Context: an optimization exercise on an open-source flow, tuned for small area, a short achievable clock period and few clock cycles per item. The choices shown serve that exercise and are no tape-out recipe. Function was checked by simulation only, so behaviour that the tests miss may differ from the original. Power and IR drop assume default switching activity.

==> flow/design.v, too long to show whole: its modules and the start of the top module <==
// module mac_s: 352 lines
// module mac_u: 352 lines
// module mac_r: 352 lines
// module net_16_16_8_4_16_1_8: 234 lines
module net_16_16_8_4_16_1_8(clk, reset, input_valid, input_ready, input_data, output_valid, output_ready, output_data);
  // ...
==> flow/flow/run.sh <==
#!/bin/bash
# Standard ORFS layout (the standard.sh), with timing repair aimed at a tighter
# setup target than the 10 ns clock: repair_timing treats paths with less than
# SETUP_SLACK_MARGIN ns of slack as violations. Constraints (SDC) are unchanged.
set -o pipefail
MARGIN=$(cat flow/margin.txt 2>/dev/null || echo 6.4)
bash standard.sh SETUP_SLACK_MARGIN=$MARGIN finish 2>&1 | tee flow_make.log
==> flow/flow/margin.txt <==
6.6
==> flow/standard.sh <==
#!/bin/bash
# synth_recipe.tcl (not shown) runs the flow's synth.tcl, then flattens the netlist and writes it again
# the make line also repeats each setting of config.mk as NAME=value (left out here)
make -C /OpenROAD-flow-scripts/flow DESIGN_CONFIG=/design/flow/config.mk WORK_HOME=/design/flow/orfs CLKGATE_MAP_FILE= SYNTH_SCRIPT=/design/flow/synth_recipe.tcl "${@:-finish}"
==> flow/config.mk <==
export PLATFORM = sky130hd
export DESIGN_NAME = net_16_16_8_4_16_1_8
export DESIGN_NICKNAME = net_16_16_8_4_16_1_8
export VERILOG_FILES = /design/flow/design.v
export SDC_FILE = /design/flow/constraint.sdc
export NUM_CORES = 4
export LEC_CHECK = 0
export ABC_AREA = 1
export CAP_MARGIN = 20
export CORE_MARGIN = 2
export CORE_UTILIZATION = 40
export CTS_CLUSTER_DIAMETER = 100
export CTS_CLUSTER_SIZE = 30
export SLEW_MARGIN = 20
==> flow/constraint.sdc <==
create_clock -name core_clock -period 10.0 [get_ports {clk}]
set_input_delay 2.0000 -clock core_clock [delete_from_list [all_inputs] [get_ports {clk}]]
set_output_delay 2.0000 -clock core_clock [all_outputs]
set_load 0.01 [all_outputs]
==> summary.txt, run 1 <==
Pwr
  • VDD IR max: 0.220 mV
  • Reg power frac: 0.416

Run status
  • Outcome: complete, no violations

Cells and area
  • Logic inverters: 2861
  • Number of diodes: 6
  • Final Cell Area: 0.185 mm²
  • Biggest regs: x2buf x256, x3buf x128, ob x60
  • Sequential cell count: 2897

Synth
  • Count leader, synth: nand2_1
  • Mapped Avg Cell Area: 9.04 µm²
  • Post-synth cell types: 58
  • Commonest cells in the netlist: nand2_1 (2936), inv_1 (2778), dfxtp_1 (2613)
  • Simple-Gate Fraction of Synth Area: 0.105

Drt
  • TritonRoute pass-1 iters: 7
  • Met3 WL: 25.6 mm
  • Via density per instance: 5.16
  • Drt initial violations: 9803

Critical path
  • Req. time, crit path: 10.65 ns
  • Reg-to-Reg Start: col1[1]
  • CP Launch Type: register
  • Buf+Inv Stages, Crit Path: 2

Clock network
  • Clock Sinks: 2897

Global routing
  • GRT busiest layer: met2
  • First-pass GRT wire length: 733 mm
  • Initial antenna violation count: 15

Min path
  • Worst min-delay path category: reg2reg

Floorplanning
  • Number of cell rows: 242

Timing
  • Worst clock skew: 0.0572 ns
Testbench counts, summed over its fixed seeds: cycles 3,456, vectors 192.
==> module mac_s, before the edit <==
module mac_s (input clk, input [15:0] x, input [11:0] code, input fp, output reg [15:0] acc);
  wire n1 = ((code[1] & x[0])) ^ code[0];
  wire n2 = ((code[1] & x[1]) | (code[2] & x[0])) ^ code[0];
  wire n3 = ((code[1] & x[2]) | (code[2] & x[1])) ^ code[0];
  wire n4 = ((code[1] & x[3]) | (code[2] & x[2])) ^ code[0];
  wire n5 = ((code[1] & x[4]) | (code[2] & x[3])) ^ code[0];
  wire n6 = ((code[1] & x[5]) | (code[2] & x[4])) ^ code[0];
  wire n7 = ((code[1] & x[6]) | (code[2] & x[5])) ^ code[0];
  wire n8 = ((code[1] & x[7]) | (code[2] & x[6])) ^ code[0];
  wire n9 = ((code[1] & x[8]) | (code[2] & x[7])) ^ code[0];
  wire n10 = ((code[1] & x[9]) | (code[2] & x[8])) ^ code[0];
  wire n11 = ((code[1] & x[10]) | (code[2] & x[9])) ^ code[0];
  wire n12 = ((code[1] & x[11]) | (code[2] & x[10])) ^ code[0];
  wire n13 = ((code[1] & x[12]) | (code[2] & x[11])) ^ code[0];
  wire n14 = ((code[1] & x[13]) | (code[2] & x[12])) ^ code[0];
  wire n15 = ((code[1] & x[14]) | (code[2] & x[13])) ^ code[0];
  wire n16 = ((code[1] & x[15]) | (code[2] & x[14])) ^ code[0];
  wire n17 = ((code[1] & x[15]) | (code[2] & x[15])) ^ code[0];
  wire n18 = ~n17;
  wire n19 = ((code[4] & x[0])) ^ code[3];
  wire n20 = ((code[4] & x[1]) | (code[5] & x[0])) ^ code[3];
  wire n21 = ((code[4] & x[2]) | (code[5] & x[1])) ^ code[3];
  wire n22 = ((code[4] & x[3]) | (code[5] & x[2])) ^ code[3];
  wire n23 = ((code[4] & x[4]) | (code[5] & x[3])) ^ code[3];
  wire n24 = ((code[4] & x[5]) | (code[5] & x[4])) ^ code[3];
  wire n25 = ((code[4] & x[6]) | (code[5] & x[5])) ^ code[3];
  wire n26 = ((code[4] & x[7]) | (code[5] & x[6])) ^ code[3];
  wire n27 = ((code[4] & x[8]) | (code[5] & x[7])) ^ code[3];
  wire n28 = ((code[4] & x[9]) | (code[5] & x[8])) ^ code[3];
  wire n29 = ((code[4] & x[10]) | (code[5] & x[9])) ^ code[3];
  wire n30 = ((code[4] & x[11]) | (code[5] & x[10])) ^ code[3];
  wire n31 = ((code[4] & x[12]) | (code[5] & x[11])) ^ code[3];
  wire n32 = ((code[4] & x[13]) | (code[5] & x[12])) ^ code[3];
  wire n33 = ((code[4] & x[14]) | (code[5] & x[13])) ^ code[3];
  wire n34 = ((code[4] & x[15]) | (code[5] & x[14])) ^ code[3];
  wire n35 = ((code[4] & x[15]) | (code[5] & x[15])) ^ code[3];
  wire n36 = ~n35;
  wire n37 = ((code[7] & x[0])) ^ code[6];
  wire n38 = ((code[7] & x[1]) | (code[8] & x[0])) ^ code[6];
  wire n39 = ((code[7] & x[2]) | (code[8] & x[1])) ^ code[6];
  wire n40 = ((code[7] & x[3]) | (code[8] & x[2])) ^ code[6];
  wire n41 = ((code[7] & x[4]) | (code[8] & x[3])) ^ code[6];
  wire n42 = ((code[7] & x[5]) | (code[8] & x[4])) ^ code[6];
  wire n43 = ((code[7] & x[6]) | (code[8] & x[5])) ^ code[6];
  wire n44 = ((code[7] & x[7]) | (code[8] & x[6])) ^ code[6];
  wire n45 = ((code[7] & x[8]) | (code[8] & x[7])) ^ code[6];
  wire n46 = ((code[7] & x[9]) | (code[8] & x[8])) ^ code[6];
  wire n47 = ((code[7] & x[10]) | (code[8] & x[9])) ^ code[6];
  wire n48 = ((code[7] & x[11]) | (code[8] & x[10])) ^ code[6];
  wire n49 = ((code[7] & x[12]) | (code[8] & x[11])) ^ code[6];
  wire n50 = ((code[7] & x[13]) | (code[8] & x[12])) ^ code[6];
  wire n51 = ((code[7] & x[14]) | (code[8] & x[13])) ^ code[6];
  wire n52 = ((code[7] & x[15]) | (code[8] & x[14])) ^ code[6];
  wire n53 = ((code[7] & x[15]) | (code[8] & x[15])) ^ code[6];
  wire n54 = ~n53;
  wire n55 = ((code[10] & x[0])) ^ code[9];
  wire n56 = ((code[10] & x[1]) | (code[11] & x[0])) ^ code[9];
  wire n57 = ((code[10] & x[2]) | (code[11] & x[1])) ^ code[9];
  wire n58 = ((code[10] & x[3]) | (code[11] & x[2])) ^ code[9];
  wire n59 = ((code[10] & x[4]) | (code[11] & x[3])) ^ code[9];
  wire n60 = ((code[10] & x[5]) | (code[11] & x[4])) ^ code[9];
  wire n61 = ((code[10] & x[6]) | (code[11] & x[5])) ^ code[9];
  wire n62 = ((code[10] & x[7]) | (code[11] & x[6])) ^ code[9];
  wire n63 = ((code[10] & x[8]) | (code[11] & x[7])) ^ code[9];
  wire n64 = ((code[10] & x[9]) | (code[11] & x[8])) ^ code[9];
  wire n65 = ((code[10] & x[10]) | (code[11] & x[9])) ^ code[9];
  wire n66 = ((code[10] & x[11]) | (code[11] & x[10])) ^ code[9];
  wire n67 = ((code[10] & x[12]) | (code[11] & x[11])) ^ code[9];
  wire n68 = ((code[10] & x[13]) | (code[11] & x[12])) ^ code[9];
  wire n69 = ((code[10] & x[14]) | (code[11] & x[13])) ^ code[9];
  wire n70 = ((code[10] & x[15]) | (code[11] & x[14])) ^ code[9];
  wire n71 = ((code[10] & x[15]) | (code[11] & x[15])) ^ code[9];
  wire n72 = ~n71;
  wire n73 = ~n18;
  wire n74 = ~n34;
  wire n75 = ~n52;
  wire n76 = ~n70;
  wire n77 = n7 ^ n23; wire n78 = n7 & n23;
  wire n79 = n8 ^ n24; wire n80 = n8 & n24;
  wire n81 = n9 ^ n25; wire n82 = n9 & n25;
  wire n83 = n10 ^ n26; wire n84 = n10 & n26;
  wire n85 = n11 ^ n27; wire n86 = n11 & n27;
  wire n87 = n12 ^ n28; wire n88 = n12 & n28;
  wire n89 = n13 ^ n29; wire n90 = n13 & n29;
  wire n91 = n14 ^ n30; wire n92 = n14 & n30;
  wire n93 = n15 ^ n31; wire n94 = n15 & n31;
  wire n95 = n16 ^ n32; wire n96 = n16 & n32;
  wire n97 = n33 ^ n49; wire n98 = n33 & n49;
  wire n99 = n50 ^ n66; wire n100 = n50 & n66;
  wire n101 = n36 ^ n51; wire n102 = n36 & n51;
  wire n103 = n5 ^ n21; wire n104 = n5 & n21;
  wire n105 = n6 ^ n22; wire n106 = n6 & n22;
  wire n107 = n39 ^ n55 ^ code[9]; wire n108 = (n39 & n55) | (n39 & code[9]) | (n55 & code[9]);
  wire n109 = n40 ^ n56 ^ n79; wire n110 = (n40 & n56) | (n40 & n79) | (n56 & n79);
  wire n111 = n41 ^ n57 ^ n81; wire n112 = (n41 & n57) | (n41 & n81) | (n57 & n81);
  wire n113 = n42 ^ n58 ^ n83; wire n114 = (n42 & n58) | (n42 & n83) | (n58 & n83);
  wire n115 = n43 ^ n59 ^ n85; wire n116 = (n43 & n59) | (n43 & n85) | (n59 & n85);
  wire n117 = n44 ^ n60 ^ n87; wire n118 = (n44 & n60) | (n44 & n87) | (n60 & n87);
  wire n119 = n45 ^ n61 ^ n89; wire n120 = (n45 & n61) | (n45 & n89) | (n61 & n89);
  wire n121 = n46 ^ n62 ^ n91; wire n122 = (n46 & n62) | (n46 & n91) | (n62 & n91);
  wire n123 = n47 ^ n63 ^ n93; wire n124 = (n47 & n63) | (n47 & n93) | (n63 & n93);
  wire n125 = n48 ^ n64 ^ n95; wire n126 = (n48 & n64) | (n48 & n95) | (n64 & n95);
  wire n127 = n65 ^ n73 ^ n97; wire n128 = (n65 & n73) | (n65 & n97) | (n73 & n97);
  wire n129 = n18 ^ n74 ^ n99; wire n130 = (n18 & n74) | (n18 & n99) | (n74 & n99);
  wire n131 = n67 ^ n34 ^ n101; wire n132 = (n67 & n34) | (n67 & n101) | (n34 & n101);
  wire n133 = n68 ^ n75; wire n134 = n68 & n75;
  wire n135 = n54 ^ n69; wire n136 = n54 & n69;
  wire n137 = n3 ^ n19; wire n138 = n3 & n19;
  wire n139 = n4 ^ n20; wire n140 = n4 & n20;
  wire n141 = n37 ^ code[6] ^ n103; wire n142 = (n37 & code[6]) | (n37 & n103) | (code[6] & n103);
  wire n143 = n38 ^ n105 ^ n104; wire n144 = (n38 & n105) | (n38 & n104) | (n105 & n104);
  wire n145 = n77 ^ n107 ^ n106; wire n146 = (n77 & n107) | (n77 & n106) | (n107 & n106);
  wire n147 = n78 ^ n109 ^ n108; wire n148 = (n78 & n109) | (n78 & n108) | (n109 & n108);
  wire n149 = n80 ^ n111 ^ n110; wire n150 = (n80 & n111) | (n80 & n110) | (n111 & n110);
  wire n151 = n82 ^ n113 ^ n112; wire n152 = (n82 & n113) | (n82 & n112) | (n113 & n112);
  wire n153 = n84 ^ n115 ^ n114; wire n154 = (n84 & n115) | (n84 & n114) | (n115 & n114);
  wire n155 = n86 ^ n117 ^ n116; wire n156 = (n86 & n117) | (n86 & n116) | (n117 & n116);
  wire n157 = n88 ^ n119 ^ n118; wire n158 = (n88 & n119) | (n88 & n118) | (n119 & n118);
  wire n159 = n90 ^ n121 ^ n120; wire n160 = (n90 & n121) | (n90 & n120) | (n121 & n120);
  wire n161 = n92 ^ n123 ^ n122; wire n162 = (n92 & n123) | (n92 & n122) | (n123 & n122);
  wire n163 = n94 ^ n125 ^ n124; wire n164 = (n94 & n125) | (n94 & n124) | (n125 & n124);
  wire n165 = n96 ^ n127 ^ n126; wire n166 = (n96 & n127) | (n96 & n126) | (n127 & n126);
  wire n167 = n98 ^ n129 ^ n128; wire n168 = (n98 & n129) | (n98 & n128) | (n129 & n128);
  wire n169 = n100 ^ n131 ^ n130; wire n170 = (n100 & n131) | (n100 & n130) | (n131 & n130);
  wire n171 = n102 ^ n133 ^ n132; wire n172 = (n102 & n133) | (n102 & n132) | (n133 & n132);
  wire n173 = n52 ^ n135 ^ n134; wire n174 = (n52 & n135) | (n52 & n134) | (n135 & n134);
  wire n175 = n76 ^ n136; wire n176 = n76 & n136;
  wire n177 = n72 ^ n70; wire n178 = n72 & n70;
  wire [23:0] aw = {1'b1, n177, n175, n173, n171, n169, n167, n165, n163, n161, n159, n157, n155, n153, n151, n149, n147, n145, n143, n141, n139, code[3], n2, n1};
  wire [23:0] bw = {n178, n176, n174, n172, n170, n168, n166, n164, n162, n160, n158, n156, n154, n152, n150, n148, n146, n144, n142, n140, n138, n137, 1'b0, code[0]};
  reg [23:0] ca, cb;
  always @(posedge clk) begin ca <= aw; cb <= bw; end
  wire m1 = ca[0] ^ cb[0]; wire m2 = ca[0] & cb[0];
  wire m3 = ca[1] ^ cb[1]; wire m4 = ca[1] & cb[1];
  wire m5 = ca[2] ^ cb[2]; wire m6 = ca[2] & cb[2];
  wire m7 = ca[3] ^ cb[3]; wire m8 = ca[3] & cb[3];
  wire m9 = ca[4] ^ cb[4]; wire m10 = ca[4] & cb[4];
  wire m11 = ca[5] ^ cb[5]; wire m12 = ca[5] & cb[5];
  wire m13 = ca[6] ^ cb[6]; wire m14 = ca[6] & cb[6];
  wire m15 = ca[7] ^ cb[7]; wire m16 = ca[7] & cb[7];
  wire m17 = ca[8] ^ cb[8]; wire m18 = ca[8] & cb[8];
  wire m19 = ca[9] ^ cb[9]; wire m20 = ca[9] & cb[9];
  wire m21 = ca[10] ^ cb[10]; wire m22 = ca[10] & cb[10];
  wire m23 = ca[11] ^ cb[11]; wire m24 = ca[11] & cb[11];
  wire m25 = ca[12] ^ cb[12]; wire m26 = ca[12] & cb[12];
  wire m27 = ca[13] ^ cb[13]; wire m28 = ca[13] & cb[13];
  wire m29 = ca[14] ^ cb[14]; wire m30 = ca[14] & cb[14];
  wire m31 = ca[15] ^ cb[15]; wire m32 = ca[15] & cb[15];
  wire m33 = ca[16] ^ cb[16]; wire m34 = ca[16] & cb[16];
  wire m35 = ca[17] ^ cb[17]; wire m36 = ca[17] & cb[17];
  wire m37 = ca[18] ^ cb[18]; wire m38 = ca[18] & cb[18];
  wire m39 = ca[19] ^ cb[19]; wire m40 = ca[19] & cb[19];
  wire m41 = ca[20] ^ cb[20]; wire m42 = ca[20] & cb[20];
  wire m43 = ca[21] ^ cb[21]; wire m44 = ca[21] & cb[21];
  wire m45 = ca[22] ^ cb[22]; wire m46 = ca[22] & cb[22];
  wire m47 = ca[23] ^ cb[23]; wire m48 = ca[23] & cb[23];
  wire m49 = m4 | (m3 & m2);
  wire m50 = m3 & m1;
  wire m51 = m8 | (m7 & m6);
  wire m52 = m7 & m5;
  wire m53 = m12 | (m11 & m10);
  wire m54 = m11 & m9;
  wire m55 = m16 | (m15 & m14);
  wire m56 = m15 & m13;
  wire m57 = m20 | (m19 & m18);
  wire m58 = m19 & m17;
  wire m59 = m24 | (m23 & m22);
  wire m60 = m23 & m21;
  wire m61 = m28 | (m27 & m26);
  wire m62 = m27 & m25;
  wire m63 = m32 | (m31 & m30);
  wire m64 = m31 & m29;
  wire m65 = m36 | (m35 & m34);
  wire m66 = m35 & m33;
  wire m67 = m40 | (m39 & m38);
  wire m68 = m39 & m37;
  wire m69 = m44 | (m43 & m42);
  wire m70 = m43 & m41;
  wire m71 = m48 | (m47 & m46);
  wire m72 = m47 & m45;
  wire m73 = m51 | (m52 & m49);
  wire m74 = m52 & m50;
  wire m75 = m55 | (m56 & m53);
  wire m76 = m56 & m54;
  wire m77 = m59 | (m60 & m57);
  wire m78 = m60 & m58;
  wire m79 = m63 | (m64 & m61);
  wire m80 = m64 & m62;
  wire m81 = m67 | (m68 & m65);
  wire m82 = m68 & m66;
  wire m83 = m71 | (m72 & m69);
  wire m84 = m72 & m70;
  wire m85 = m75 | (m76 & m73);
  wire m86 = m76 & m74;
  wire m87 = m79 | (m80 & m77);
  wire m88 = m80 & m78;
  wire m89 = m83 | (m84 & m81);
  wire m90 = m84 & m82;
  wire m91 = m87 | (m88 & m85);
  wire m92 = m88 & m86;
  wire m93 = m89 | (m90 & m91);
  wire m94 = m90 & m92;
  wire m95 = m77 | (m78 & m85);
  wire m96 = m78 & m86;
  wire m97 = m81 | (m82 & m91);
  wire m98 = m82 & m92;
  wire m99 = m53 | (m54 & m73);
  wire m100 = m54 & m74;
  wire m101 = m57 | (m58 & m85);
  wire m102 = m58 & m86;
  wire m103 = m61 | (m62 & m95);
  wire m104 = m62 & m96;
  wire m105 = m65 | (m66 & m91);
  wire m106 = m66 & m92;
  wire m107 = m69 | (m70 & m97);
  wire m108 = m70 & m98;
  wire m109 = m6 | (m5 & m49);
  wire m110 = m5 & m50;
  wire m111 = m10 | (m9 & m73);
  wire m112 = m9 & m74;
  wire m113 = m14 | (m13 & m99);
  wire m114 = m13 & m100;
  wire m115 = m18 | (m17 & m85);
  wire m116 = m17 & m86;
  wire m117 = m22 | (m21 & m101);
  wire m118 = m21 & m102;
  wire m119 = m26 | (m25 & m95);
  wire m120 = m25 & m96;
  wire m121 = m30 | (m29 & m103);
  wire m122 = m29 & m104;
  wire m123 = m34 | (m33 & m91);
  wire m124 = m33 & m92;
  wire m125 = m38 | (m37 & m105);
  wire m126 = m37 & m106;
  wire m127 = m42 | (m41 & m97);
  wire m128 = m41 & m98;
  wire m129 = m46 | (m45 & m107);
  wire m130 = m45 & m108;
  wire m131 = m3 ^ m2;
  wire m132 = m5 ^ m49;
  wire m133 = m7 ^ m109;
  wire m134 = m9 ^ m73;
  wire m135 = m11 ^ m111;
  wire m136 = m13 ^ m99;
  wire m137 = m15 ^ m113;
  wire m138 = m17 ^ m85;
  wire m139 = m19 ^ m115;
  wire m140 = m21 ^ m101;
  wire m141 = m23 ^ m117;
  wire m142 = m25 ^ m95;
  wire m143 = m27 ^ m119;
  wire m144 = m29 ^ m103;
  wire m145 = m31 ^ m121;
  wire m146 = m33 ^ m91;
  wire m147 = m35 ^ m123;
  wire m148 = m37 ^ m105;
  wire m149 = m39 ^ m125;
  wire m150 = m41 ^ m97;
  wire m151 = m43 ^ m127;
  wire m152 = m45 ^ m107;
  wire m153 = m47 ^ m129;
  wire [23:0] pr = {m153, m152, m151, m150, m149, m148, m147, m146, m145, m144, m143, m142, m141, m140, m139, m138, m137, m136, m135, m134, m133, m132, m131, m1};
  wire povf = ~((&pr[23:15]) | ~(|pr[23:15]));
  reg [15:0] p;
  always @(posedge clk) p <= povf ? {pr[23], {15{~pr[23]}}} : pr[15:0];
  wire k1 = acc[0] ^ p[0]; wire k2 = acc[0] & p[0];
  wire k3 = acc[1] ^ p[1]; wire k4 = acc[1] & p[1];
  wire k5 = acc[2] ^ p[2]; wire k6 = acc[2] & p[2];
  wire k7 = acc[3] ^ p[3]; wire k8 = acc[3] & p[3];
  wire k9 = acc[4] ^ p[4]; wire k10 = acc[4] & p[4];
  wire k11 = acc[5] ^ p[5]; wire k12 = acc[5] & p[5];
  wire k13 = acc[6] ^ p[6]; wire k14 = acc[6] & p[6];
  wire k15 = acc[7] ^ p[7]; wire k16 = acc[7] & p[7];
  wire k17 = acc[8] ^ p[8]; wire k18 = acc[8] & p[8];
  wire k19 = acc[9] ^ p[9]; wire k20 = acc[9] & p[9];
  wire k21 = acc[10] ^ p[10]; wire k22 = acc[10] & p[10];
  wire k23 = acc[11] ^ p[11]; wire k24 = acc[11] & p[11];
  wire k25 = acc[12] ^ p[12]; wire k26 = acc[12] & p[12];
  wire k27 = acc[13] ^ p[13]; wire k28 = acc[13] & p[13];
  wire k29 = acc[14] ^ p[14]; wire k30 = acc[14] & p[14];
  wire k31 = acc[15] ^ p[15]; wire k32 = acc[15] & p[15];
  wire k33 = k4 | (k3 & k2);
  wire k34 = k3 & k1;
  wire k35 = k8 | (k7 & k6);
  wire k36 = k7 & k5;
  wire k37 = k12 | (k11 & k10);
  wire k38 = k11 & k9;
  wire k39 = k16 | (k15 & k14);
  wire k40 = k15 & k13;
  wire k41 = k20 | (k19 & k18);
  wire k42 = k19 & k17;
  wire k43 = k24 | (k23 & k22);
  wire k44 = k23 & k21;
  wire k45 = k28 | (k27 & k26);
  wire k46 = k27 & k25;
  wire k47 = k32 | (k31 & k30);
  wire k48 = k31 & k29;
  wire k49 = k35 | (k36 & k33);
  wire k50 = k36 & k34;
  wire k51 = k39 | (k40 & k37);
  wire k52 = k40 & k38;
  wire k53 = k43 | (k44 & k41);
  wire k54 = k44 & k42;
  wire k55 = k47 | (k48 & k45);
  wire k56 = k48 & k46;
  wire k57 = k51 | (k52 & k49);
  wire k58 = k52 & k50;
  wire k59 = k55 | (k56 & k53);
  wire k60 = k56 & k54;
  wire k61 = k59 | (k60 & k57);
  wire k62 = k60 & k58;
  wire k63 = k53 | (k54 & k57);
  wire k64 = k54 & k58;
  wire k65 = k37 | (k38 & k49);
  wire k66 = k38 & k50;
  wire k67 = k41 | (k42 & k57);
  wire k68 = k42 & k58;
  wire k69 = k45 | (k46 & k63);
  wire k70 = k46 & k64;
  wire k71 = k6 | (k5 & k33);
  wire k72 = k5 & k34;
  wire k73 = k10 | (k9 & k49);
  wire k74 = k9 & k50;
  wire k75 = k14 | (k13 & k65);
  wire k76 = k13 & k66;
  wire k77 = k18 | (k17 & k57);
  wire k78 = k17 & k58;
  wire k79 = k22 | (k21 & k67);
  wire k80 = k21 & k68;
  wire k81 = k26 | (k25 & k63);
  wire k82 = k25 & k64;
  wire k83 = k30 | (k29 & k69);
  wire k84 = k29 & k70;
  wire k85 = k3 ^ k2;
  wire k86 = k5 ^ k33;
  wire k87 = k7 ^ k71;
  wire k88 = k9 ^ k49;
  wire k89 = k11 ^ k73;
  wire k90 = k13 ^ k65;
  wire k91 = k15 ^ k75;
  wire k92 = k17 ^ k57;
  wire k93 = k19 ^ k77;
  wire k94 = k21 ^ k67;
  wire k95 = k23 ^ k79;
  wire k96 = k25 ^ k63;
  wire k97 = k27 ^ k81;
  wire k98 = k29 ^ k69;
  wire k99 = k31 ^ k83;
  wire [15:0] s = {k99, k98, k97, k96, k95, k94, k93, k92, k91, k90, k89, k88, k87, k86, k85, k1};
  wire sovf = (acc[15] == p[15]) & (s[15] != p[15]);
  always @(posedge clk) acc <= fp ? p : sovf ? {p[15], {15{~p[15]}}} : s;
endmodule
==> run 2, diff against run 1 <==
--- a/flow/design.v
+++ b/flow/design.v
@@ -66,73 +66,66 @@
   wire n65 = ((code[10] & x[10]) | (code[11] & x[9])) ^ code[9];
   wire n66 = ((code[10] & x[11]) | (code[11] & x[10])) ^ code[9];
   wire n67 = ((code[10] & x[12]) | (code[11] & x[11])) ^ code[9];
   wire n68 = ((code[10] & x[13]) | (code[11] & x[12])) ^ code[9];
   wire n69 = ((code[10] & x[14]) | (code[11] & x[13])) ^ code[9];
   wire n70 = ((code[10] & x[15]) | (code[11] & x[14])) ^ code[9];
   wire n71 = ((code[10] & x[15]) | (code[11] & x[15])) ^ code[9];
   wire n72 = ~n71;
-  wire n73 = ~n18;
-  wire n74 = ~n34;
-  wire n75 = ~n52;
-  wire n76 = ~n70;
-  wire n77 = n7 ^ n23; wire n78 = n7 & n23;
-  wire n79 = n8 ^ n24; wire n80 = n8 & n24;
-  wire n81 = n9 ^ n25; wire n82 = n9 & n25;
-  wire n83 = n10 ^ n26; wire n84 = n10 & n26;
-  wire n85 = n11 ^ n27; wire n86 = n11 & n27;
-  wire n87 = n12 ^ n28; wire n88 = n12 & n28;
-  wire n89 = n13 ^ n29; wire n90 = n13 & n29;
-  wire n91 = n14 ^ n30; wire n92 = n14 & n30;
-  wire n93 = n15 ^ n31; wire n94 = n15 & n31;
-  wire n95 = n16 ^ n32; wire n96 = n16 & n32;
-  wire n97 = n33 ^ n49; wire n98 = n33 & n49;
-  wire n99 = n50 ^ n66; wire n100 = n50 & n66;
-  wire n101 = n36 ^ n51; wire n102 = n36 & n51;
-  wire n103 = n5 ^ n21; wire n104 = n5 & n21;
-  wire n105 = n6 ^ n22; wire n106 = n6 & n22;
-  wire n107 = n39 ^ n55 ^ code[9]; wire n108 = (n39 & n55) | (n39 & code[9]) | (n55 & code[9]);
-  wire n109 = n40 ^ n56 ^ n79; wire n110 = (n40 & n56) | (n40 & n79) | (n56 & n79);
-  wire n111 = n41 ^ n57 ^ n81; wire n112 = (n41 & n57) | (n41 & n81) | (n57 & n81);
-  wire n113 = n42 ^ n58 ^ n83; wire n114 = (n42 & n58) | (n42 & n83) | (n58 & n83);
-  wire n115 = n43 ^ n59 ^ n85; wire n116 = (n43 & n59) | (n43 & n85) | (n59 & n85);
-  wire n117 = n44 ^ n60 ^ n87; wire n118 = (n44 & n60) | (n44 & n87) | (n60 & n87);
-  wire n119 = n45 ^ n61 ^ n89; wire n120 = (n45 & n61) | (n45 & n89) | (n61 & n89);
-  wire n121 = n46 ^ n62 ^ n91; wire n122 = (n46 & n62) | (n46 & n91) | (n62 & n91);
-  wire n123 = n47 ^ n63 ^ n93; wire n124 = (n47 & n63) | (n47 & n93) | (n63 & n93);
-  wire n125 = n48 ^ n64 ^ n95; wire n126 = (n48 & n64) | (n48 & n95) | (n64 & n95);
-  wire n127 = n65 ^ n73 ^ n97; wire n128 = (n65 & n73) | (n65 & n97) | (n73 & n97);
-  wire n129 = n18 ^ n74 ^ n99; wire n130 = (n18 & n74) | (n18 & n99) | (n74 & n99);
-  wire n131 = n67 ^ n34 ^ n101; wire n132 = (n67 & n34) | (n67 & n101) | (n34 & n101);
-  wire n133 = n68 ^ n75; wire n134 = n68 & n75;
-  wire n135 = n54 ^ n69; wire n136 = n54 & n69;
-  wire n137 = n3 ^ n19; wire n138 = n3 & n19;
-  wire n139 = n4 ^ n20; wire n140 = n4 & n20;
-  wire n141 = n37 ^ code[6] ^ n103; wire n142 = (n37 & code[6]) | (n37 & n103) | (code[6] & n103);
-  wire n143 = n38 ^ n105 ^ n104; wire n144 = (n38 & n105) | (n38 & n104) | (n105 & n104);
-  wire n145 = n77 ^ n107 ^ n106; wire n146 = (n77 & n107) | (n77 & n106) | (n107 & n106);
-  wire n147 = n78 ^ n109 ^ n108; wire n148 = (n78 & n109) | (n78 & n108) | (n109 & n108);
-  wire n149 = n80 ^ n111 ^ n110; wire n150 = (n80 & n111) | (n80 & n110) | (n111 & n110);
-  wire n151 = n82 ^ n113 ^ n112; wire n152 = (n82 & n113) | (n82 & n112) | (n113 & n112);
-  wire n153 = n84 ^ n115 ^ n114; wire n154 = (n84 & n115) | (n84 & n114) | (n115 & n114);
-  wire n155 = n86 ^ n117 ^ n116; wire n156 = (n86 & n117) | (n86 & n116) | (n117 & n116);
-  wire n157 = n88 ^ n119 ^ n118; wire n158 = (n88 & n119) | (n88 & n118) | (n119 & n118);
-  wire n159 = n90 ^ n121 ^ n120; wire n160 = (n90 & n121) | (n90 & n120) | (n121 & n120);
-  wire n161 = n92 ^ n123 ^ n122; wire n162 = (n92 & n123) | (n92 & n122) | (n123 & n122);
-  wire n163 = n94 ^ n125 ^ n124; wire n164 = (n94 & n125) | (n94 & n124) | (n125 & n124);
-  wire n165 = n96 ^ n127 ^ n126; wire n166 = (n96 & n127) | (n96 & n126) | (n127 & n126);
-  wire n167 = n98 ^ n129 ^ n128; wire n168 = (n98 & n129) | (n98 & n128) | (n129 & n128);
-  wire n169 = n100 ^ n131 ^ n130; wire n170 = (n100 & n131) | (n100 & n130) | (n131 & n130);
-  wire n171 = n102 ^ n133 ^ n132; wire n172 = (n102 & n133) | (n102 & n132) | (n133 & n132);
-  wire n173 = n52 ^ n135 ^ n134; wire n174 = (n52 & n135) | (n52 & n134) | (n135 & n134);
-  wire n175 = n76 ^ n136; wire n176 = n76 & n136;
-  wire n177 = n72 ^ n70; wire n178 = n72 & n70;
-  wire [23:0] aw = {1'b1, n177, n175, n173, n171, n169, n167, n165, n163, n161, n159, n157, n155, n153, n151, n149, n147, n145, n143, n141, n139, code[3], n2, n1};
-  wire [23:0] bw = {n178, n176, n174, n172, n170, n168, n166, n164, n162, n160, n158, n156, n154, n152, n150, n148, n146, n144, n142, n140, n138, n137, 1'b0, code[0]};
+  wire n73 = n7 ^ n23; wire n74 = n7 & n23;
+  wire n75 = n8 ^ n24; wire n76 = n8 & n24;
+  wire n77 = n9 ^ n25; wire n78 = n9 & n25;
+  wire n79 = n10 ^ n26; wire n80 = n10 & n26;
+  wire n81 = n11 ^ n27; wire n82 = n11 & n27;
+  wire n83 = n12 ^ n28; wire n84 = n12 & n28;
+  wire n85 = n13 ^ n29; wire n86 = n13 & n29;
+  wire n87 = n14 ^ n30; wire n88 = n14 & n30;
+  wire n89 = n15 ^ n31; wire n90 = n15 & n31;
+  wire n91 = n16 ^ n32; wire n92 = n16 & n32;
+  wire n93 = n18 ^ n33 ^ n49; wire n94 = (n18 & n33) | (n18 & n49) | (n33 & n49);
+  wire n95 = n34 ^ n50; wire n96 = n34 & n50;
+  wire n97 = n5 ^ n21; wire n98 = n5 & n21;
+  wire n99 = n6 ^ n22; wire n100 = n6 & n22;
+  wire n101 = n39 ^ n55 ^ code[9]; wire n102 = (n39 & n55) | (n39 & code[9]) | (n55 & code[9]);
+  wire n103 = n40 ^ n56 ^ n75; wire n104 = (n40 & n56) | (n40 & n75) | (n56 & n75);
+  wire n105 = n41 ^ n57 ^ n77; wire n106 = (n41 & n57) | (n41 & n77) | (n57 & n77);
+  wire n107 = n42 ^ n58 ^ n79; wire n108 = (n42 & n58) | (n42 & n79) | (n58 & n79);
+  wire n109 = n43 ^ n59 ^ n81; wire n110 = (n43 & n59) | (n43 & n81) | (n59 & n81);
+  wire n111 = n44 ^ n60 ^ n83; wire n112 = (n44 & n60) | (n44 & n83) | (n60 & n83);
+  wire n113 = n45 ^ n61 ^ n85; wire n114 = (n45 & n61) | (n45 & n85) | (n61 & n85);
+  wire n115 = n46 ^ n62 ^ n87; wire n116 = (n46 & n62) | (n46 & n87) | (n62 & n87);
+  wire n117 = n47 ^ n63 ^ n89; wire n118 = (n47 & n63) | (n47 & n89) | (n63 & n89);
+  wire n119 = n48 ^ n64 ^ n91; wire n120 = (n48 & n64) | (n48 & n91) | (n64 & n91);
+  wire n121 = n65 ^ 1'b1 ^ n93; wire n122 = (n65 & 1'b1) | (n65 & n93) | (1'b1 & n93);
+  wire n123 = n66 ^ 1'b1 ^ n95; wire n124 = (n66 & 1'b1) | (n66 & n95) | (1'b1 & n95);
+  wire n125 = n36 ^ n51 ^ n67; wire n126 = (n36 & n51) | (n36 & n67) | (n51 & n67);
+  wire n127 = n52 ^ n68; wire n128 = n52 & n68;
+  wire n129 = n3 ^ n19; wire n130 = n3 & n19;
+  wire n131 = n4 ^ n20; wire n132 = n4 & n20;
+  wire n133 = n37 ^ code[6] ^ n97; wire n134 = (n37 & code[6]) | (n37 & n97) | (code[6] & n97);
+  wire n135 = n38 ^ n99 ^ n98; wire n136 = (n38 & n99) | (n38 & n98) | (n99 & n98);
+  wire n137 = n73 ^ n101 ^ n100; wire n138 = (n73 & n101) | (n73 & n100) | (n101 & n100);
+  wire n139 = n74 ^ n103 ^ n102; wire n140 = (n74 & n103) | (n74 & n102) | (n103 & n102);
+  wire n141 = n76 ^ n105 ^ n104; wire n142 = (n76 & n105) | (n76 & n104) | (n105 & n104);
+  wire n143 = n78 ^ n107 ^ n106; wire n144 = (n78 & n107) | (n78 & n106) | (n107 & n106);
+  wire n145 = n80 ^ n109 ^ n108; wire n146 = (n80 & n109) | (n80 & n108) | (n109 & n108);
+  wire n147 = n82 ^ n111 ^ n110; wire n148 = (n82 & n111) | (n82 & n110) | (n111 & n110);
+  wire n149 = n84 ^ n113 ^ n112; wire n150 = (n84 & n113) | (n84 & n112) | (n113 & n112);
+  wire n151 = n86 ^ n115 ^ n114; wire n152 = (n86 & n115) | (n86 & n114) | (n115 & n114);
+  wire n153 = n88 ^ n117 ^ n116; wire n154 = (n88 & n117) | (n88 & n116) | (n117 & n116);
+  wire n155 = n90 ^ n119 ^ n118; wire n156 = (n90 & n119) | (n90 & n118) | (n119 & n118);
+  wire n157 = n92 ^ n121 ^ n120; wire n158 = (n92 & n121) | (n92 & n120) | (n121 & n120);
+  wire n159 = n94 ^ n123 ^ n122; wire n160 = (n94 & n123) | (n94 & n122) | (n123 & n122);
+  wire n161 = n96 ^ n125 ^ n124; wire n162 = (n96 & n125) | (n96 & n124) | (n125 & n124);
+  wire n163 = 1'b1 ^ n127 ^ n126; wire n164 = (1'b1 & n127) | (1'b1 & n126) | (n127 & n126);
+  wire n165 = n54 ^ n69 ^ n128; wire n166 = (n54 & n69) | (n54 & n128) | (n69 & n128);
+  wire n167 = n70 ^ 1'b1; wire n168 = n70 & 1'b1;
+  wire [23:0] aw = {1'b1, n72, n167, n165, n163, n161, n159, n157, n155, n153, n151, n149, n147, n145, n143, n141, n139, n137, n135, n133, n131, code[3], n2, n1};
+  wire [23:0] bw = {1'b0, n168, n166, n164, n162, n160, n158, n156, n154, n152, n150, n148, n146, n144, n142, n140, n138, n136, n134, n132, n130, n129, 1'b0, code[0]};
   reg [23:0] ca, cb;
   always @(posedge clk) begin ca <= aw; cb <= bw; end
   wire m1 = ca[0] ^ cb[0]; wire m2 = ca[0] & cb[0];
   wire m3 = ca[1] ^ cb[1]; wire m4 = ca[1] & cb[1];
   wire m5 = ca[2] ^ cb[2]; wire m6 = ca[2] & cb[2];
   wire m7 = ca[3] ^ cb[3]; wire m8 = ca[3] & cb[3];
   wire m9 = ca[4] ^ cb[4]; wire m10 = ca[4] & cb[4];
   wire m11 = ca[5] ^ cb[5]; wire m12 = ca[5] & cb[5];
@@ -418,73 +411,66 @@
   wire n65 = ((code[10] & x[10]) | (code[11] & x[9])) ^ code[9];
   wire n66 = ((code[10] & x[11]) | (code[11] & x[10])) ^ code[9];
   wire n67 = ((code[10] & x[12]) | (code[11] & x[11])) ^ code[9];
   wire n68 = ((code[10] & x[13]) | (code[11] & x[12])) ^ code[9];
   wire n69 = ((code[10] & x[14]) | (code[11] & x[13])) ^ code[9];
   wire n70 = ((code[11] & x[14])) ^ code[9];
   wire n71 = (1'b0) ^ code[9];
   wire n72 = ~n71;
-  wire n73 = ~n18;
-  wire n74 = ~n34;
-  wire n75 = ~n52;
-  wire n76 = ~n70;
-  wire n77 = n7 ^ n23; wire n78 = n7 & n23;
-  wire n79 = n8 ^ n24; wire n80 = n8 & n24;
-  wire n81 = n9 ^ n25; wire n82 = n9 & n25;
-  wire n83 = n10 ^ n26; wire n84 = n10 & n26;
-  wire n85 = n11 ^ n27; wire n86 = n11 & n27;
-  wire n87 = n12 ^ n28; wire n88 = n12 & n28;
-  wire n89 = n13 ^ n29; wire n90 = n13 & n29;
-  wire n91 = n14 ^ n30; wire n92 = n14 & n30;
-  wire n93 = n15 ^ n31; wire n94 = n15 & n31;
-  wire n95 = n16 ^ n32; wire n96 = n16 & n32;
-  wire n97 = n33 ^ n49; wire n98 = n33 & n49;
-  wire n99 = n50 ^ n66; wire n100 = n50 & n66;
-  wire n101 = n36 ^ n51; wire n102 = n36 & n51;
-  wire n103 = n5 ^ n21; wire n104 = n5 & n21;
-  wire n105 = n6 ^ n22; wire n106 = n6 & n22;
-  wire n107 = n39 ^ n55 ^ code[9]; wire n108 = (n39 & n55) | (n39 & code[9]) | (n55 & code[9]);
-  wire n109 = n40 ^ n56 ^ n79; wire n110 = (n40 & n56) | (n40 & n79) | (n56 & n79);
-  wire n111 = n41 ^ n57 ^ n81; wire n112 = (n41 & n57) | (n41 & n81) | (n57 & n81);
-  wire n113 = n42 ^ n58 ^ n83; wire n114 = (n42 & n58) | (n42 & n83) | (n58 & n83);
-  wire n115 = n43 ^ n59 ^ n85; wire n116 = (n43 & n59) | (n43 & n85) | (n59 & n85);
-  wire n117 = n44 ^ n60 ^ n87; wire n118 = (n44 & n60) | (n44 & n87) | (n60 & n87);
-  wire n119 = n45 ^ n61 ^ n89; wire n120 = (n45 & n61) | (n45 & n89) | (n61 & n89);
-  wire n121 = n46 ^ n62 ^ n91; wire n122 = (n46 & n62) | (n46 & n91) | (n62 & n91);
-  wire n123 = n47 ^ n63 ^ n93; wire n124 = (n47 & n63) | (n47 & n93) | (n63 & n93);
-  wire n125 = n48 ^ n64 ^ n95; wire n126 = (n48 & n64) | (n48 & n95) | (n64 & n95);
-  wire n127 = n65 ^ n73 ^ n97; wire n128 = (n65 & n73) | (n65 & n97) | (n73 & n97);
-  wire n129 = n18 ^ n74 ^ n99; wire n130 = (n18 & n74) | (n18 & n99) | (n74 & n99);
-  wire n131 = n67 ^ n34 ^ n101; wire n132 = (n67 & n34) | (n67 & n101) | (n34 & n101);
-  wire n133 = n68 ^ n75; wire n134 = n68 & n75;
-  wire n135 = n54 ^ n69; wire n136 = n54 & n69;
-  wire n137 = n3 ^ n19; wire n138 = n3 & n19;
-  wire n139 = n4 ^ n20; wire n140 = n4 & n20;
-  wire n141 = n37 ^ code[6] ^ n103; wire n142 = (n37 & code[6]) | (n37 & n103) | (code[6] & n103);
-  wire n143 = n38 ^ n105 ^ n104; wire n144 = (n38 & n105) | (n38 & n104) | (n105 & n104);
-  wire n145 = n77 ^ n107 ^ n106; wire n146 = (n77 & n107) | (n77 & n106) | (n107 & n106);
-  wire n147 = n78 ^ n109 ^ n108; wire n148 = (n78 & n109) | (n78 & n108) | (n109 & n108);
-  wire n149 = n80 ^ n111 ^ n110; wire n150 = (n80 & n111) | (n80 & n110) | (n111 & n110);
-  wire n151 = n82 ^ n113 ^ n112; wire n152 = (n82 & n113) | (n82 & n112) | (n113 & n112);
-  wire n153 = n84 ^ n115 ^ n114; wire n154 = (n84 & n115) | (n84 & n114) | (n115 & n114);
-  wire n155 = n86 ^ n117 ^ n116; wire n156 = (n86 & n117) | (n86 & n116) | (n117 & n116);
-  wire n157 = n88 ^ n119 ^ n118; wire n158 = (n88 & n119) | (n88 & n118) | (n119 & n118);
-  wire n159 = n90 ^ n121 ^ n120; wire n160 = (n90 & n121) | (n90 & n120) | (n121 & n120);
-  wire n161 = n92 ^ n123 ^ n122; wire n162 = (n92 & n123) | (n92 & n122) | (n123 & n122);
-  wire n163 = n94 ^ n125 ^ n124; wire n164 = (n94 & n125) | (n94 & n124) | (n125 & n124);
-  wire n165 = n96 ^ n127 ^ n126; wire n166 = (n96 & n127) | (n96 & n126) | (n127 & n126);
-  wire n167 = n98 ^ n129 ^ n128; wire n168 = (n98 & n129) | (n98 & n128) | (n129 & n128);
-  wire n169 = n100 ^ n131 ^ n130; wire n170 = (n100 & n131) | (n100 & n130) | (n131 & n130);
-  wire n171 = n102 ^ n133 ^ n132; wire n172 = (n102 & n133) | (n102 & n132) | (n133 & n132);
-  wire n173 = n52 ^ n135 ^ n134; wire n174 = (n52 & n135) | (n52 & n134) | (n135 & n134);
-  wire n175 = n76 ^ n136; wire n176 = n76 & n136;
-  wire n177 = n72 ^ n70; wire n178 = n72 & n70;
-  wire [23:0] aw = {1'b1, n177, n175, n173, n171, n169, n167, n165, n163, n161, n159, n157, n155, n153, n151, n149, n147, n145, n143, n141, n139, code[3], n2, n1};
-  wire [23:0] bw = {n178, n176, n174, n172, n170, n168, n166, n164, n162, n160, n158, n156, n154, n152, n150, n148, n146, n144, n142, n140, n138, n137, 1'b0, code[0]};
+  wire n73 = n7 ^ n23; wire n74 = n7 & n23;
+  wire n75 = n8 ^ n24; wire n76 = n8 & n24;
+  wire n77 = n9 ^ n25; wire n78 = n9 & n25;
+  wire n79 = n10 ^ n26; wire n80 = n10 & n26;
+  wire n81 = n11 ^ n27; wire n82 = n11 & n27;
+  wire n83 = n12 ^ n28; wire n84 = n12 & n28;
+  wire n85 = n13 ^ n29; wire n86 = n13 & n29;
+  wire n87 = n14 ^ n30; wire n88 = n14 & n30;
+  wire n89 = n15 ^ n31; wire n90 = n15 & n31;
+  wire n91 = n16 ^ n32; wire n92 = n16 & n32;
+  wire n93 = n18 ^ n33 ^ n49; wire n94 = (n18 & n33) | (n18 & n49) | (n33 & n49);
+  wire n95 = n34 ^ n50; wire n96 = n34 & n50;
+  wire n97 = n5 ^ n21; wire n98 = n5 & n21;
+  wire n99 = n6 ^ n22; wire n100 = n6 & n22;
+  wire n101 = n39 ^ n55 ^ code[9]; wire n102 = (n39 & n55) | (n39 & code[9]) | (n55 & code[9]);
+  wire n103 = n40 ^ n56 ^ n75; wire n104 = (n40 & n56) | (n40 & n75) | (n56 & n75);
+  wire n105 = n41 ^ n57 ^ n77; wire n106 = (n41 & n57) | (n41 & n77) | (n57 & n77);
+  wire n107 = n42 ^ n58 ^ n79; wire n108 = (n42 & n58) | (n42 & n79) | (n58 & n79);
+  wire n109 = n43 ^ n59 ^ n81; wire n110 = (n43 & n59) | (n43 & n81) | (n59 & n81);
+  wire n111 = n44 ^ n60 ^ n83; wire n112 = (n44 & n60) | (n44 & n83) | (n60 & n83);
+  wire n113 = n45 ^ n61 ^ n85; wire n114 = (n45 & n61) | (n45 & n85) | (n61 & n85);
+  wire n115 = n46 ^ n62 ^ n87; wire n116 = (n46 & n62) | (n46 & n87) | (n62 & n87);
+  wire n117 = n47 ^ n63 ^ n89; wire n118 = (n47 & n63) | (n47 & n89) | (n63 & n89);
+  wire n119 = n48 ^ n64 ^ n91; wire n120 = (n48 & n64) | (n48 & n91) | (n64 & n91);
+  wire n121 = n65 ^ 1'b1 ^ n93; wire n122 = (n65 & 1'b1) | (n65 & n93) | (1'b1 & n93);
+  wire n123 = n66 ^ 1'b1 ^ n95; wire n124 = (n66 & 1'b1) | (n66 & n95) | (1'b1 & n95);
+  wire n125 = n36 ^ n51 ^ n67; wire n126 = (n36 & n51) | (n36 & n67) | (n51 & n67);
+  wire n127 = n52 ^ n68; wire n128 = n52 & n68;
+  wire n129 = n3 ^ n19; wire n130 = n3 & n19;
+  wire n131 = n4 ^ n20; wire n132 = n4 & n20;
+  wire n133 = n37 ^ code[6] ^ n97; wire n134 = (n37 & code[6]) | (n37 & n97) | (code[6] & n97);
+  wire n135 = n38 ^ n99 ^ n98; wire n136 = (n38 & n99) | (n38 & n98) | (n99 & n98);
+  wire n137 = n73 ^ n101 ^ n100; wire n138 = (n73 & n101) | (n73 & n100) | (n101 & n100);
+  wire n139 = n74 ^ n103 ^ n102; wire n140 = (n74 & n103) | (n74 & n102) | (n103 & n102);
+  wire n141 = n76 ^ n105 ^ n104; wire n142 = (n76 & n105) | (n76 & n104) | (n105 & n104);
+  wire n143 = n78 ^ n107 ^ n106; wire n144 = (n78 & n107) | (n78 & n106) | (n107 & n106);
+  wire n145 = n80 ^ n109 ^ n108; wire n146 = (n80 & n109) | (n80 & n108) | (n109 & n108);
+  wire n147 = n82 ^ n111 ^ n110; wire n148 = (n82 & n111) | (n82 & n110) | (n111 & n110);
+  wire n149 = n84 ^ n113 ^ n112; wire n150 = (n84 & n113) | (n84 & n112) | (n113 & n112);
+  wire n151 = n86 ^ n115 ^ n114; wire n152 = (n86 & n115) | (n86 & n114) | (n115 & n114);
+  wire n153 = n88 ^ n117 ^ n116; wire n154 = (n88 & n117) | (n88 & n116) | (n117 & n116);
+  wire n155 = n90 ^ n119 ^ n118; wire n156 = (n90 & n119) | (n90 & n118) | (n119 & n118);
+  wire n157 = n92 ^ n121 ^ n120; wire n158 = (n92 & n121) | (n92 & n120) | (n121 & n120);
+  wire n159 = n94 ^ n123 ^ n122; wire n160 = (n94 & n123) | (n94 & n122) | (n123 & n122);
+  wire n161 = n96 ^ n125 ^ n124; wire n162 = (n96 & n125) | (n96 & n124) | (n125 & n124);
+  wire n163 = 1'b1 ^ n127 ^ n126; wire n164 = (1'b1 & n127) | (1'b1 & n126) | (n127 & n126);
+  wire n165 = n54 ^ n69 ^ n128; wire n166 = (n54 & n69) | (n54 & n128) | (n69 & n128);
+  wire n167 = n70 ^ 1'b1; wire n168 = n70 & 1'b1;
+  wire [23:0] aw = {1'b1, n72, n167, n165, n163, n161, n159, n157, n155, n153, n151, n149, n147, n145, n143, n141, n139, n137, n135, n133, n131, code[3], n2, n1};
+  wire [23:0] bw = {1'b0, n168, n166, n164, n162, n160, n158, n156, n154, n152, n150, n148, n146, n144, n142, n140, n138, n136, n134, n132, n130, n129, 1'b0, code[0]};
   reg [23:0] ca, cb;
   always @(posedge clk) begin ca <= aw; cb <= bw; end
   wire m1 = ca[0] ^ cb[0]; wire m2 = ca[0] & cb[0];
   wire m3 = ca[1] ^ cb[1]; wire m4 = ca[1] & cb[1];
   wire m5 = ca[2] ^ cb[2]; wire m6 = ca[2] & cb[2];
   wire m7 = ca[3] ^ cb[3]; wire m8 = ca[3] & cb[3];
   wire m9 = ca[4] ^ cb[4]; wire m10 = ca[4] & cb[4];
   wire m11 = ca[5] ^ cb[5]; wire m12 = ca[5] & cb[5];
@@ -770,73 +756,66 @@
   wire n65 = ((code[10] & x[10]) | (code[11] & x[9])) ^ code[9];
   wire n66 = ((code[10] & x[11]) | (code[11] & x[10])) ^ code[9];
   wire n67 = ((code[10] & x[12]) | (code[11] & x[11])) ^ code[9];
   wire n68 = ((code[10] & x[13]) | (code[11] & x[12])) ^ code[9];
   wire n69 = ((code[10] & x[14]) | (code[11] & x[13])) ^ code[9];
   wire n70 = ((code[11] & x[14])) ^ code[9];
   wire n71 = (1'b0) ^ code[9];
   wire n72 = ~n71;
-  wire n73 = ~n18;
-  wire n74 = ~n34;
-  wire n75 = ~n52;
-  wire n76 = ~n70;
-  wire n77 = n7 ^ n23; wire n78 = n7 & n23;
-  wire n79 = n8 ^ n24; wire n80 = n8 & n24;
-  wire n81 = n9 ^ n25; wire n82 = n9 & n25;
-  wire n83 = n10 ^ n26; wire n84 = n10 & n26;
-  wire n85 = n11 ^ n27; wire n86 = n11 & n27;
-  wire n87 = n12 ^ n28; wire n88 = n12 & n28;
-  wire n89 = n13 ^ n29; wire n90 = n13 & n29;
-  wire n91 = n14 ^ n30; wire n92 = n14 & n30;
-  wire n93 = n15 ^ n31; wire n94 = n15 & n31;
-  wire n95 = n16 ^ n32; wire n96 = n16 & n32;
-  wire n97 = n33 ^ n49; wire n98 = n33 & n49;
-  wire n99 = n50 ^ n66; wire n100 = n50 & n66;
-  wire n101 = n36 ^ n51; wire n102 = n36 & n51;
-  wire n103 = n5 ^ n21; wire n104 = n5 & n21;
-  wire n105 = n6 ^ n22; wire n106 = n6 & n22;
-  wire n107 = n39 ^ n55 ^ code[9]; wire n108 = (n39 & n55) | (n39 & code[9]) | (n55 & code[9]);
-  wire n109 = n40 ^ n56 ^ n79; wire n110 = (n40 & n56) | (n40 & n79) | (n56 & n79);
-  wire n111 = n41 ^ n57 ^ n81; wire n112 = (n41 & n57) | (n41 & n81) | (n57 & n81);
-  wire n113 = n42 ^ n58 ^ n83; wire n114 = (n42 & n58) | (n42 & n83) | (n58 & n83);
-  wire n115 = n43 ^ n59 ^ n85; wire n116 = (n43 & n59) | (n43 & n85) | (n59 & n85);
-  wire n117 = n44 ^ n60 ^ n87; wire n118 = (n44 & n60) | (n44 & n87) | (n60 & n87);
-  wire n119 = n45 ^ n61 ^ n89; wire n120 = (n45 & n61) | (n45 & n89) | (n61 & n89);
-  wire n121 = n46 ^ n62 ^ n91; wire n122 = (n46 & n62) | (n46 & n91) | (n62 & n91);
-  wire n123 = n47 ^ n63 ^ n93; wire n124 = (n47 & n63) | (n47 & n93) | (n63 & n93);
-  wire n125 = n48 ^ n64 ^ n95; wire n126 = (n48 & n64) | (n48 & n95) | (n64 & n95);
-  wire n127 = n65 ^ n73 ^ n97; wire n128 = (n65 & n73) | (n65 & n97) | (n73 & n97);
-  wire n129 = n18 ^ n74 ^ n99; wire n130 = (n18 & n74) | (n18 & n99) | (n74 & n99);
-  wire n131 = n67 ^ n34 ^ n101; wire n132 = (n67 & n34) | (n67 & n101) | (n34 & n101);
-  wire n133 = n68 ^ n75; wire n134 = n68 & n75;
-  wire n135 = n54 ^ n69; wire n136 = n54 & n69;
-  wire n137 = n3 ^ n19; wire n138 = n3 & n19;
-  wire n139 = n4 ^ n20; wire n140 = n4 & n20;
-  wire n141 = n37 ^ code[6] ^ n103; wire n142 = (n37 & code[6]) | (n37 & n103) | (code[6] & n103);
-  wire n143 = n38 ^ n105 ^ n104; wire n144 = (n38 & n105) | (n38 & n104) | (n105 & n104);
-  wire n145 = n77 ^ n107 ^ n106; wire n146 = (n77 & n107) | (n77 & n106) | (n107 & n106);
-  wire n147 = n78 ^ n109 ^ n108; wire n148 = (n78 & n109) | (n78 & n108) | (n109 & n108);
-  wire n149 = n80 ^ n111 ^ n110; wire n150 = (n80 & n111) | (n80 & n110) | (n111 & n110);
-  wire n151 = n82 ^ n113 ^ n112; wire n152 = (n82 & n113) | (n82 & n112) | (n113 & n112);
-  wire n153 = n84 ^ n115 ^ n114; wire n154 = (n84 & n115) | (n84 & n114) | (n115 & n114);
-  wire n155 = n86 ^ n117 ^ n116; wire n156 = (n86 & n117) | (n86 & n116) | (n117 & n116);
-  wire n157 = n88 ^ n119 ^ n118; wire n158 = (n88 & n119) | (n88 & n118) | (n119 & n118);
-  wire n159 = n90 ^ n121 ^ n120; wire n160 = (n90 & n121) | (n90 & n120) | (n121 & n120);
-  wire n161 = n92 ^ n123 ^ n122; wire n162 = (n92 & n123) | (n92 & n122) | (n123 & n122);
-  wire n163 = n94 ^ n125 ^ n124; wire n164 = (n94 & n125) | (n94 & n124) | (n125 & n124);
-  wire n165 = n96 ^ n127 ^ n126; wire n166 = (n96 & n127) | (n96 & n126) | (n127 & n126);
-  wire n167 = n98 ^ n129 ^ n128; wire n168 = (n98 & n129) | (n98 & n128) | (n129 & n128);
-  wire n169 = n100 ^ n131 ^ n130; wire n170 = (n100 & n131) | (n100 & n130) | (n131 & n130);
-  wire n171 = n102 ^ n133 ^ n132; wire n172 = (n102 & n133) | (n102 & n132) | (n133 & n132);
-  wire n173 = n52 ^ n135 ^ n134; wire n174 = (n52 & n135) | (n52 & n134) | (n135 & n134);
-  wire n175 = n76 ^ n136; wire n176 = n76 & n136;
-  wire n177 = n72 ^ n70; wire n178 = n72 & n70;
-  wire [23:0] aw = {1'b1, n177, n175, n173, n171, n169, n167, n165, n163, n161, n159, n157, n155, n153, n151, n149, n147, n145, n143, n141, n139, code[3], n2, n1};
-  wire [23:0] bw = {n178, n176, n174, n172, n170, n168, n166, n164, n162, n160, n158, n156, n154, n152, n150, n148, n146, n144, n142, n140, n138, n137, 1'b0, code[0]};
+  wire n73 = n7 ^ n23; wire n74 = n7 & n23;
+  wire n75 = n8 ^ n24; wire n76 = n8 & n24;
+  wire n77 = n9 ^ n25; wire n78 = n9 & n25;
+  wire n79 = n10 ^ n26; wire n80 = n10 & n26;
+  wire n81 = n11 ^ n27; wire n82 = n11 & n27;
+  wire n83 = n12 ^ n28; wire n84 = n12 & n28;
+  wire n85 = n13 ^ n29; wire n86 = n13 & n29;
+  wire n87 = n14 ^ n30; wire n88 = n14 & n30;
+  wire n89 = n15 ^ n31; wire n90 = n15 & n31;
+  wire n91 = n16 ^ n32; wire n92 = n16 & n32;
+  wire n93 = n18 ^ n33 ^ n49; wire n94 = (n18 & n33) | (n18 & n49) | (n33 & n49);
+  wire n95 = n34 ^ n50; wire n96 = n34 & n50;
+  wire n97 = n5 ^ n21; wire n98 = n5 & n21;
+  wire n99 = n6 ^ n22; wire n100 = n6 & n22;
+  wire n101 = n39 ^ n55 ^ code[9]; wire n102 = (n39 & n55) | (n39 & code[9]) | (n55 & code[9]);
+  wire n103 = n40 ^ n56 ^ n75; wire n104 = (n40 & n56) | (n40 & n75) | (n56 & n75);
+  wire n105 = n41 ^ n57 ^ n77; wire n106 = (n41 & n57) | (n41 & n77) | (n57 & n77);
+  wire n107 = n42 ^ n58 ^ n79; wire n108 = (n42 & n58) | (n42 & n79) | (n58 & n79);
+  wire n109 = n43 ^ n59 ^ n81; wire n110 = (n43 & n59) | (n43 & n81) | (n59 & n81);
+  wire n111 = n44 ^ n60 ^ n83; wire n112 = (n44 & n60) | (n44 & n83) | (n60 & n83);
+  wire n113 = n45 ^ n61 ^ n85; wire n114 = (n45 & n61) | (n45 & n85) | (n61 & n85);
+  wire n115 = n46 ^ n62 ^ n87; wire n116 = (n46 & n62) | (n46 & n87) | (n62 & n87);
+  wire n117 = n47 ^ n63 ^ n89; wire n118 = (n47 & n63) | (n47 & n89) | (n63 & n89);
+  wire n119 = n48 ^ n64 ^ n91; wire n120 = (n48 & n64) | (n48 & n91) | (n64 & n91);
+  wire n121 = n65 ^ 1'b1 ^ n93; wire n122 = (n65 & 1'b1) | (n65 & n93) | (1'b1 & n93);
+  wire n123 = n66 ^ 1'b1 ^ n95; wire n124 = (n66 & 1'b1) | (n66 & n95) | (1'b1 & n95);
+  wire n125 = n36 ^ n51 ^ n67; wire n126 = (n36 & n51) | (n36 & n67) | (n51 & n67);
+  wire n127 = n52 ^ n68; wire n128 = n52 & n68;
+  wire n129 = n3 ^ n19; wire n130 = n3 & n19;
+  wire n131 = n4 ^ n20; wire n132 = n4 & n20;
+  wire n133 = n37 ^ code[6] ^ n97; wire n134 = (n37 & code[6]) | (n37 & n97) | (code[6] & n97);
+  wire n135 = n38 ^ n99 ^ n98; wire n136 = (n38 & n99) | (n38 & n98) | (n99 & n98);
+  wire n137 = n73 ^ n101 ^ n100; wire n138 = (n73 & n101) | (n73 & n100) | (n101 & n100);
+  wire n139 = n74 ^ n103 ^ n102; wire n140 = (n74 & n103) | (n74 & n102) | (n103 & n102);
+  wire n141 = n76 ^ n105 ^ n104; wire n142 = (n76 & n105) | (n76 & n104) | (n105 & n104);
+  wire n143 = n78 ^ n107 ^ n106; wire n144 = (n78 & n107) | (n78 & n106) | (n107 & n106);
+  wire n145 = n80 ^ n109 ^ n108; wire n146 = (n80 & n109) | (n80 & n108) | (n109 & n108);
+  wire n147 = n82 ^ n111 ^ n110; wire n148 = (n82 & n111) | (n82 & n110) | (n111 & n110);
+  wire n149 = n84 ^ n113 ^ n112; wire n150 = (n84 & n113) | (n84 & n112) | (n113 & n112);
+  wire n151 = n86 ^ n115 ^ n114; wire n152 = (n86 & n115) | (n86 & n114) | (n115 & n114);
+  wire n153 = n88 ^ n117 ^ n116; wire n154 = (n88 & n117) | (n88 & n116) | (n117 & n116);
+  wire n155 = n90 ^ n119 ^ n118; wire n156 = (n90 & n119) | (n90 & n118) | (n119 & n118);
+  wire n157 = n92 ^ n121 ^ n120; wire n158 = (n92 & n121) | (n92 & n120) | (n121 & n120);
+  wire n159 = n94 ^ n123 ^ n122; wire n160 = (n94 & n123) | (n94 & n122) | (n123 & n122);
+  wire n161 = n96 ^ n125 ^ n124; wire n162 = (n96 & n125) | (n96 & n124) | (n125 & n124);
+  wire n163 = 1'b1 ^ n127 ^ n126; wire n164 = (1'b1 & n127) | (1'b1 & n126) | (n127 & n126);
+  wire n165 = n54 ^ n69 ^ n128; wire n166 = (n54 & n69) | (n54 & n128) | (n69 & n128);
+  wire n167 = n70 ^ 1'b1; wire n168 = n70 & 1'b1;
+  wire [23:0] aw = {1'b1, n72, n167, n165, n163, n161, n159, n157, n155, n153, n151, n149, n147, n145, n143, n141, n139, n137, n135, n133, n131, code[3], n2, n1};
+  wire [23:0] bw = {1'b0, n168, n166, n164, n162, n160, n158, n156, n154, n152, n150, n148, n146, n144, n142, n140, n138, n136, n134, n132, n130, n129, 1'b0, code[0]};
   reg [23:0] ca, cb;
   always @(posedge clk) begin ca <= aw; cb <= bw; end
   wire m1 = ca[0] ^ cb[0]; wire m2 = ca[0] & cb[0];
   wire m3 = ca[1] ^ cb[1]; wire m4 = ca[1] & cb[1];
   wire m5 = ca[2] ^ cb[2]; wire m6 = ca[2] & cb[2];
   wire m7 = ca[3] ^ cb[3]; wire m8 = ca[3] & cb[3];
   wire m9 = ca[4] ^ cb[4]; wire m10 = ca[4] & cb[4];
   wire m11 = ca[5] ^ cb[5]; wire m12 = ca[5] & cb[5];
==> run 2 against run 1 <==
Sequential share of layout area fell by 0.16 points. Routed wire length rose by 3.1%. Synthesized cell count rose by 0.72%. Highest routed layer unchanged.
==> summary.txt, run 2 <==
Floorplanning
  • Die width: 661 µm (was 664 µm)
  • Die Y: 661 µm (was 664 µm)
  • Top Ports: 38 (unchanged)
  • Number of cell rows: 241 (was 242)

Critical path
  • Crit path from: ob[0][7] (was col1[1])
  • Levels on crit path: 1 (was 7)
  • Max stage delay on crit path: 0.49 ns (was 0.64 ns)
  • CP Launch Type: register (unchanged)
  • R2r setup slk: 6.63 ns (was 6.42 ns)
  • Req. time, crit path: 8.00 ns (was 10.65 ns)
  • Crit path max fanout: 1 (was 14)
  • Critical path capture point type: output port (was register)
  • Reg-to-Reg Start: x1[6] (was col1[1])
  • Buf+Inv Stages, Crit Path: 1 (was 2)

Timing
  • Tightest Pin Transition: 1.17 ns (was 1.21 ns)
  • Worst clock skew: 0.0784 ns (was 0.0572 ns)
  • Setup TNS: 0 ns (unchanged)
  • Crit path time final: 3.60 ns (was 3.58 ns)

Global routing
  • First-pass GRT wire length: 746 mm (was 733 mm)
  • Number of global-route vias before repair: 126000 (was 125000)
  • Initial antenna violation count: 17 (was 15)

Cells and area
  • Most common cell after layout, fill and taps aside: nand2_1 (unchanged)
  • Fillers: 42100 (was 42400)
  • Most flop-heavy register: x2buf (unchanged)
  • Biggest regs: x2buf x256, x3buf x128, ob x60 (unchanged)
  • Area of the multi-input gates: 0.0984 mm² (was 0.100 mm²)
  • Commonest non-fill, non-tap cells in the layout: nand2_1 (3390), inv_1 (2942), dfxtp_1 (2575) (was nand2_1 (2832), inv_1 (2753), dfxtp_1 (2595))

Clock network
  • Clock Sinks: 2871 (was 2897)
  • Hold buffers post-CTS: 0 (unchanged)
  • Worst skew pair latency: 0.96 ns (was 0.97 ns)

Pwr
  • VDD IR max: 0.257 mV (was 0.220 mV)
  • Pwr dens: 229 mW/mm² (was 213 mW/mm²)

Drt
  • Remaining antenna violation count: 0 (unchanged)
  • Drt initial violations: 9678 (was 9803)
  • Via density per instance: 5.15 (was 5.16)
  • TritonRoute pass-1 iters: 8 (was 7)
  • Routed WL: 491 mm (was 476 mm)

Placement
  • Post-DP HPWL: 350 mm (was 344 mm)
  • PortBufs: 36 (unchanged)

Synth
  • Post-synth cell types: 49 (was 58)
  • Mapped Avg Cell Area: 8.90 µm² (was 9.04 µm²)
  • Commonest cells in the netlist: nand2_1 (3458), inv_1 (2950), dfxtp_1 (2587) (was nand2_1 (2936), inv_1 (2778), dfxtp_1 (2613))
  • Count leader, synth: nand2_1 (unchanged)
  • Main synth FF type: dfxtp_1 (unchanged)
  • Post-synth EDFFs: 284 (unchanged)
  • Async set-or-reset flop fraction in the synthesized netlist: 0 (unchanged)
  • Synthesized area: 0.173 mm² (was 0.174 mm²)

Run status
  • Outcome: complete, no violations (unchanged)

Min path
  • Worst min-delay path category: reg2reg (unchanged)
run 2: cell types whose count changed in the layout (fill, tap and decap cells not counted), moves of 49 or more:
cell | before | now
nor2_1 | 1001 | 832
nand3_1 | 344 | 257
nand2_1 | 2832 | 3390
xor2_1 | 1951 | 1844
inv_1 | 2753 | 2942
a21o_1 | 54 | 103
o21ai_0 | 728 | 545
fa_1 | 1211 | 1153
xnor2_1 | 174 | 299
a31oi_1 | 52 | 102
run 2: cells by family after synthesis:
family                     synth area share
buffers and inverters                0.0883
AOI/OAI and AO/OA                     0.101
other                             0.0000217
and+or+nand+nor                       0.110
adders and majority gates             0.242
DFF                                   0.350
xor gates and xnor gates              0.109
run 2: layout make-up:
type / instances / share of cell area
Clock buffer: 165 / 0.0196
Timing Repair Buffer: 291 / 0.0134
Tap cell: 5710 / 0.0387
Sequential cell: 2871 / 0.327
Multi-Input combinational cell: 12600 / 0.534
Timing Repair inverter: 1 / 0.0000271
Inverter: 3015 / 0.0621
Clock inverter: 66 / 0.00547
Antenna cell: 9 / 0.000122
run 2: timing repair:
| item | 4_1_cts | 5_1_grt |
|---|---|---|
| hold endpoints to repair | 0 | 0 |
| pin swaps | 3 | 112 |
| buffers inserted | 10 | 135 |
| setup endpoints to repair | 514 | 879 |
| gates cloned | 2 | 35 |
| gates resized for setup | 152 | 258 |
run 2: how the worst min path moves through the flow:
| stage | startpoint | to | slack [ns] | cells after the start |
|---|---|---|---|---|
| 2_1_floorplan | m1_0_k[3] | m1_0.ca[2] | 0.33 | 0 |
| 3_3_place_gp | f1m | f1p | 0.38 | 2 |
| 3_5_place_dp | l1p | done1 | 0.38 | 2 |
| 4_1_cts | l2p | done2 | 0.40 | 2 |
| 5_1_grt | f1m | f1p | 0.43 | 2 |
| 6_report | l2p | done2 | 0.40 | 2 |
run 2: per-layer routing:
layer | wire [µm] | track usage | part of all wire
met5 | 26 | 0 | 0.000053
met4 | 22500 | 0.0900 | 0.046
met3 | 28200 | 0.0262 | 0.057
met2 | 226000 | 0.357 | 0.46
met1 | 214000 | 0.290 | 0.44
run 2: per-stage QoR:
stage	util	setup slack, ns	hold WS (ns)	area (µm²)	total power, mW
after floorplan	-	6.67	0.329	173000	30.0
after global placement	0.411	5.99	0.384	177000	34.3
after detailed placement	0.412	5.94	0.382	177000	34.9
after CTS	0.423	6.35	0.403	182000	42.2
after global routing	0.429	6.37	0.426	184000	46.2
final	0.429	6.40	0.403	185000	42.3
run 2: where the power goes:
group	switching, mW	internal [mW]	leakage [nW]	total, mW
logic	10.8	7.65	63.4	18.4
clock network	4.24	2.98	2.25	7.22
registers	2.11	14.6	24.1	16.7
total	17.1	25.2	89.7	42.3
Testbench counts of run 2, summed over its fixed seeds: cycles 3,456, vectors 192.

re-timing with driven ports:
Ports are ideal in the flow. The routed layouts listed here were re-timed in OpenROAD.
Step 1 assumes that a clkbuf_16 drives the clock port and a buf_2 every other input.
Step 2 also shifts input and output timing later by t, the mid clock arrival at the registers, as if the neighbouring blocks saw the same clock.
Three values: no drivers, after step 1, after step 2; two values: the first two.
run	t, ns	setup slack, ns	worst hold slack (ns)	worst register clock-pin slew, ns	worst data-port slew with drivers (ns)
run 1	1.065	6.424 / 6.344 / 5.844	0.399 / 0.399 / 0.399	0.12 / 0.12	0.09
run 2	1.034	6.401 / 6.285 / 6.022	0.403 / 0.403 / 0.403	0.12 / 0.12	0.05
After both steps every run listed still meets setup and hold. For run 1, which loses most, drivers alone change the setup slack by -0.080 ns; drivers and shift together by -0.580 ns.
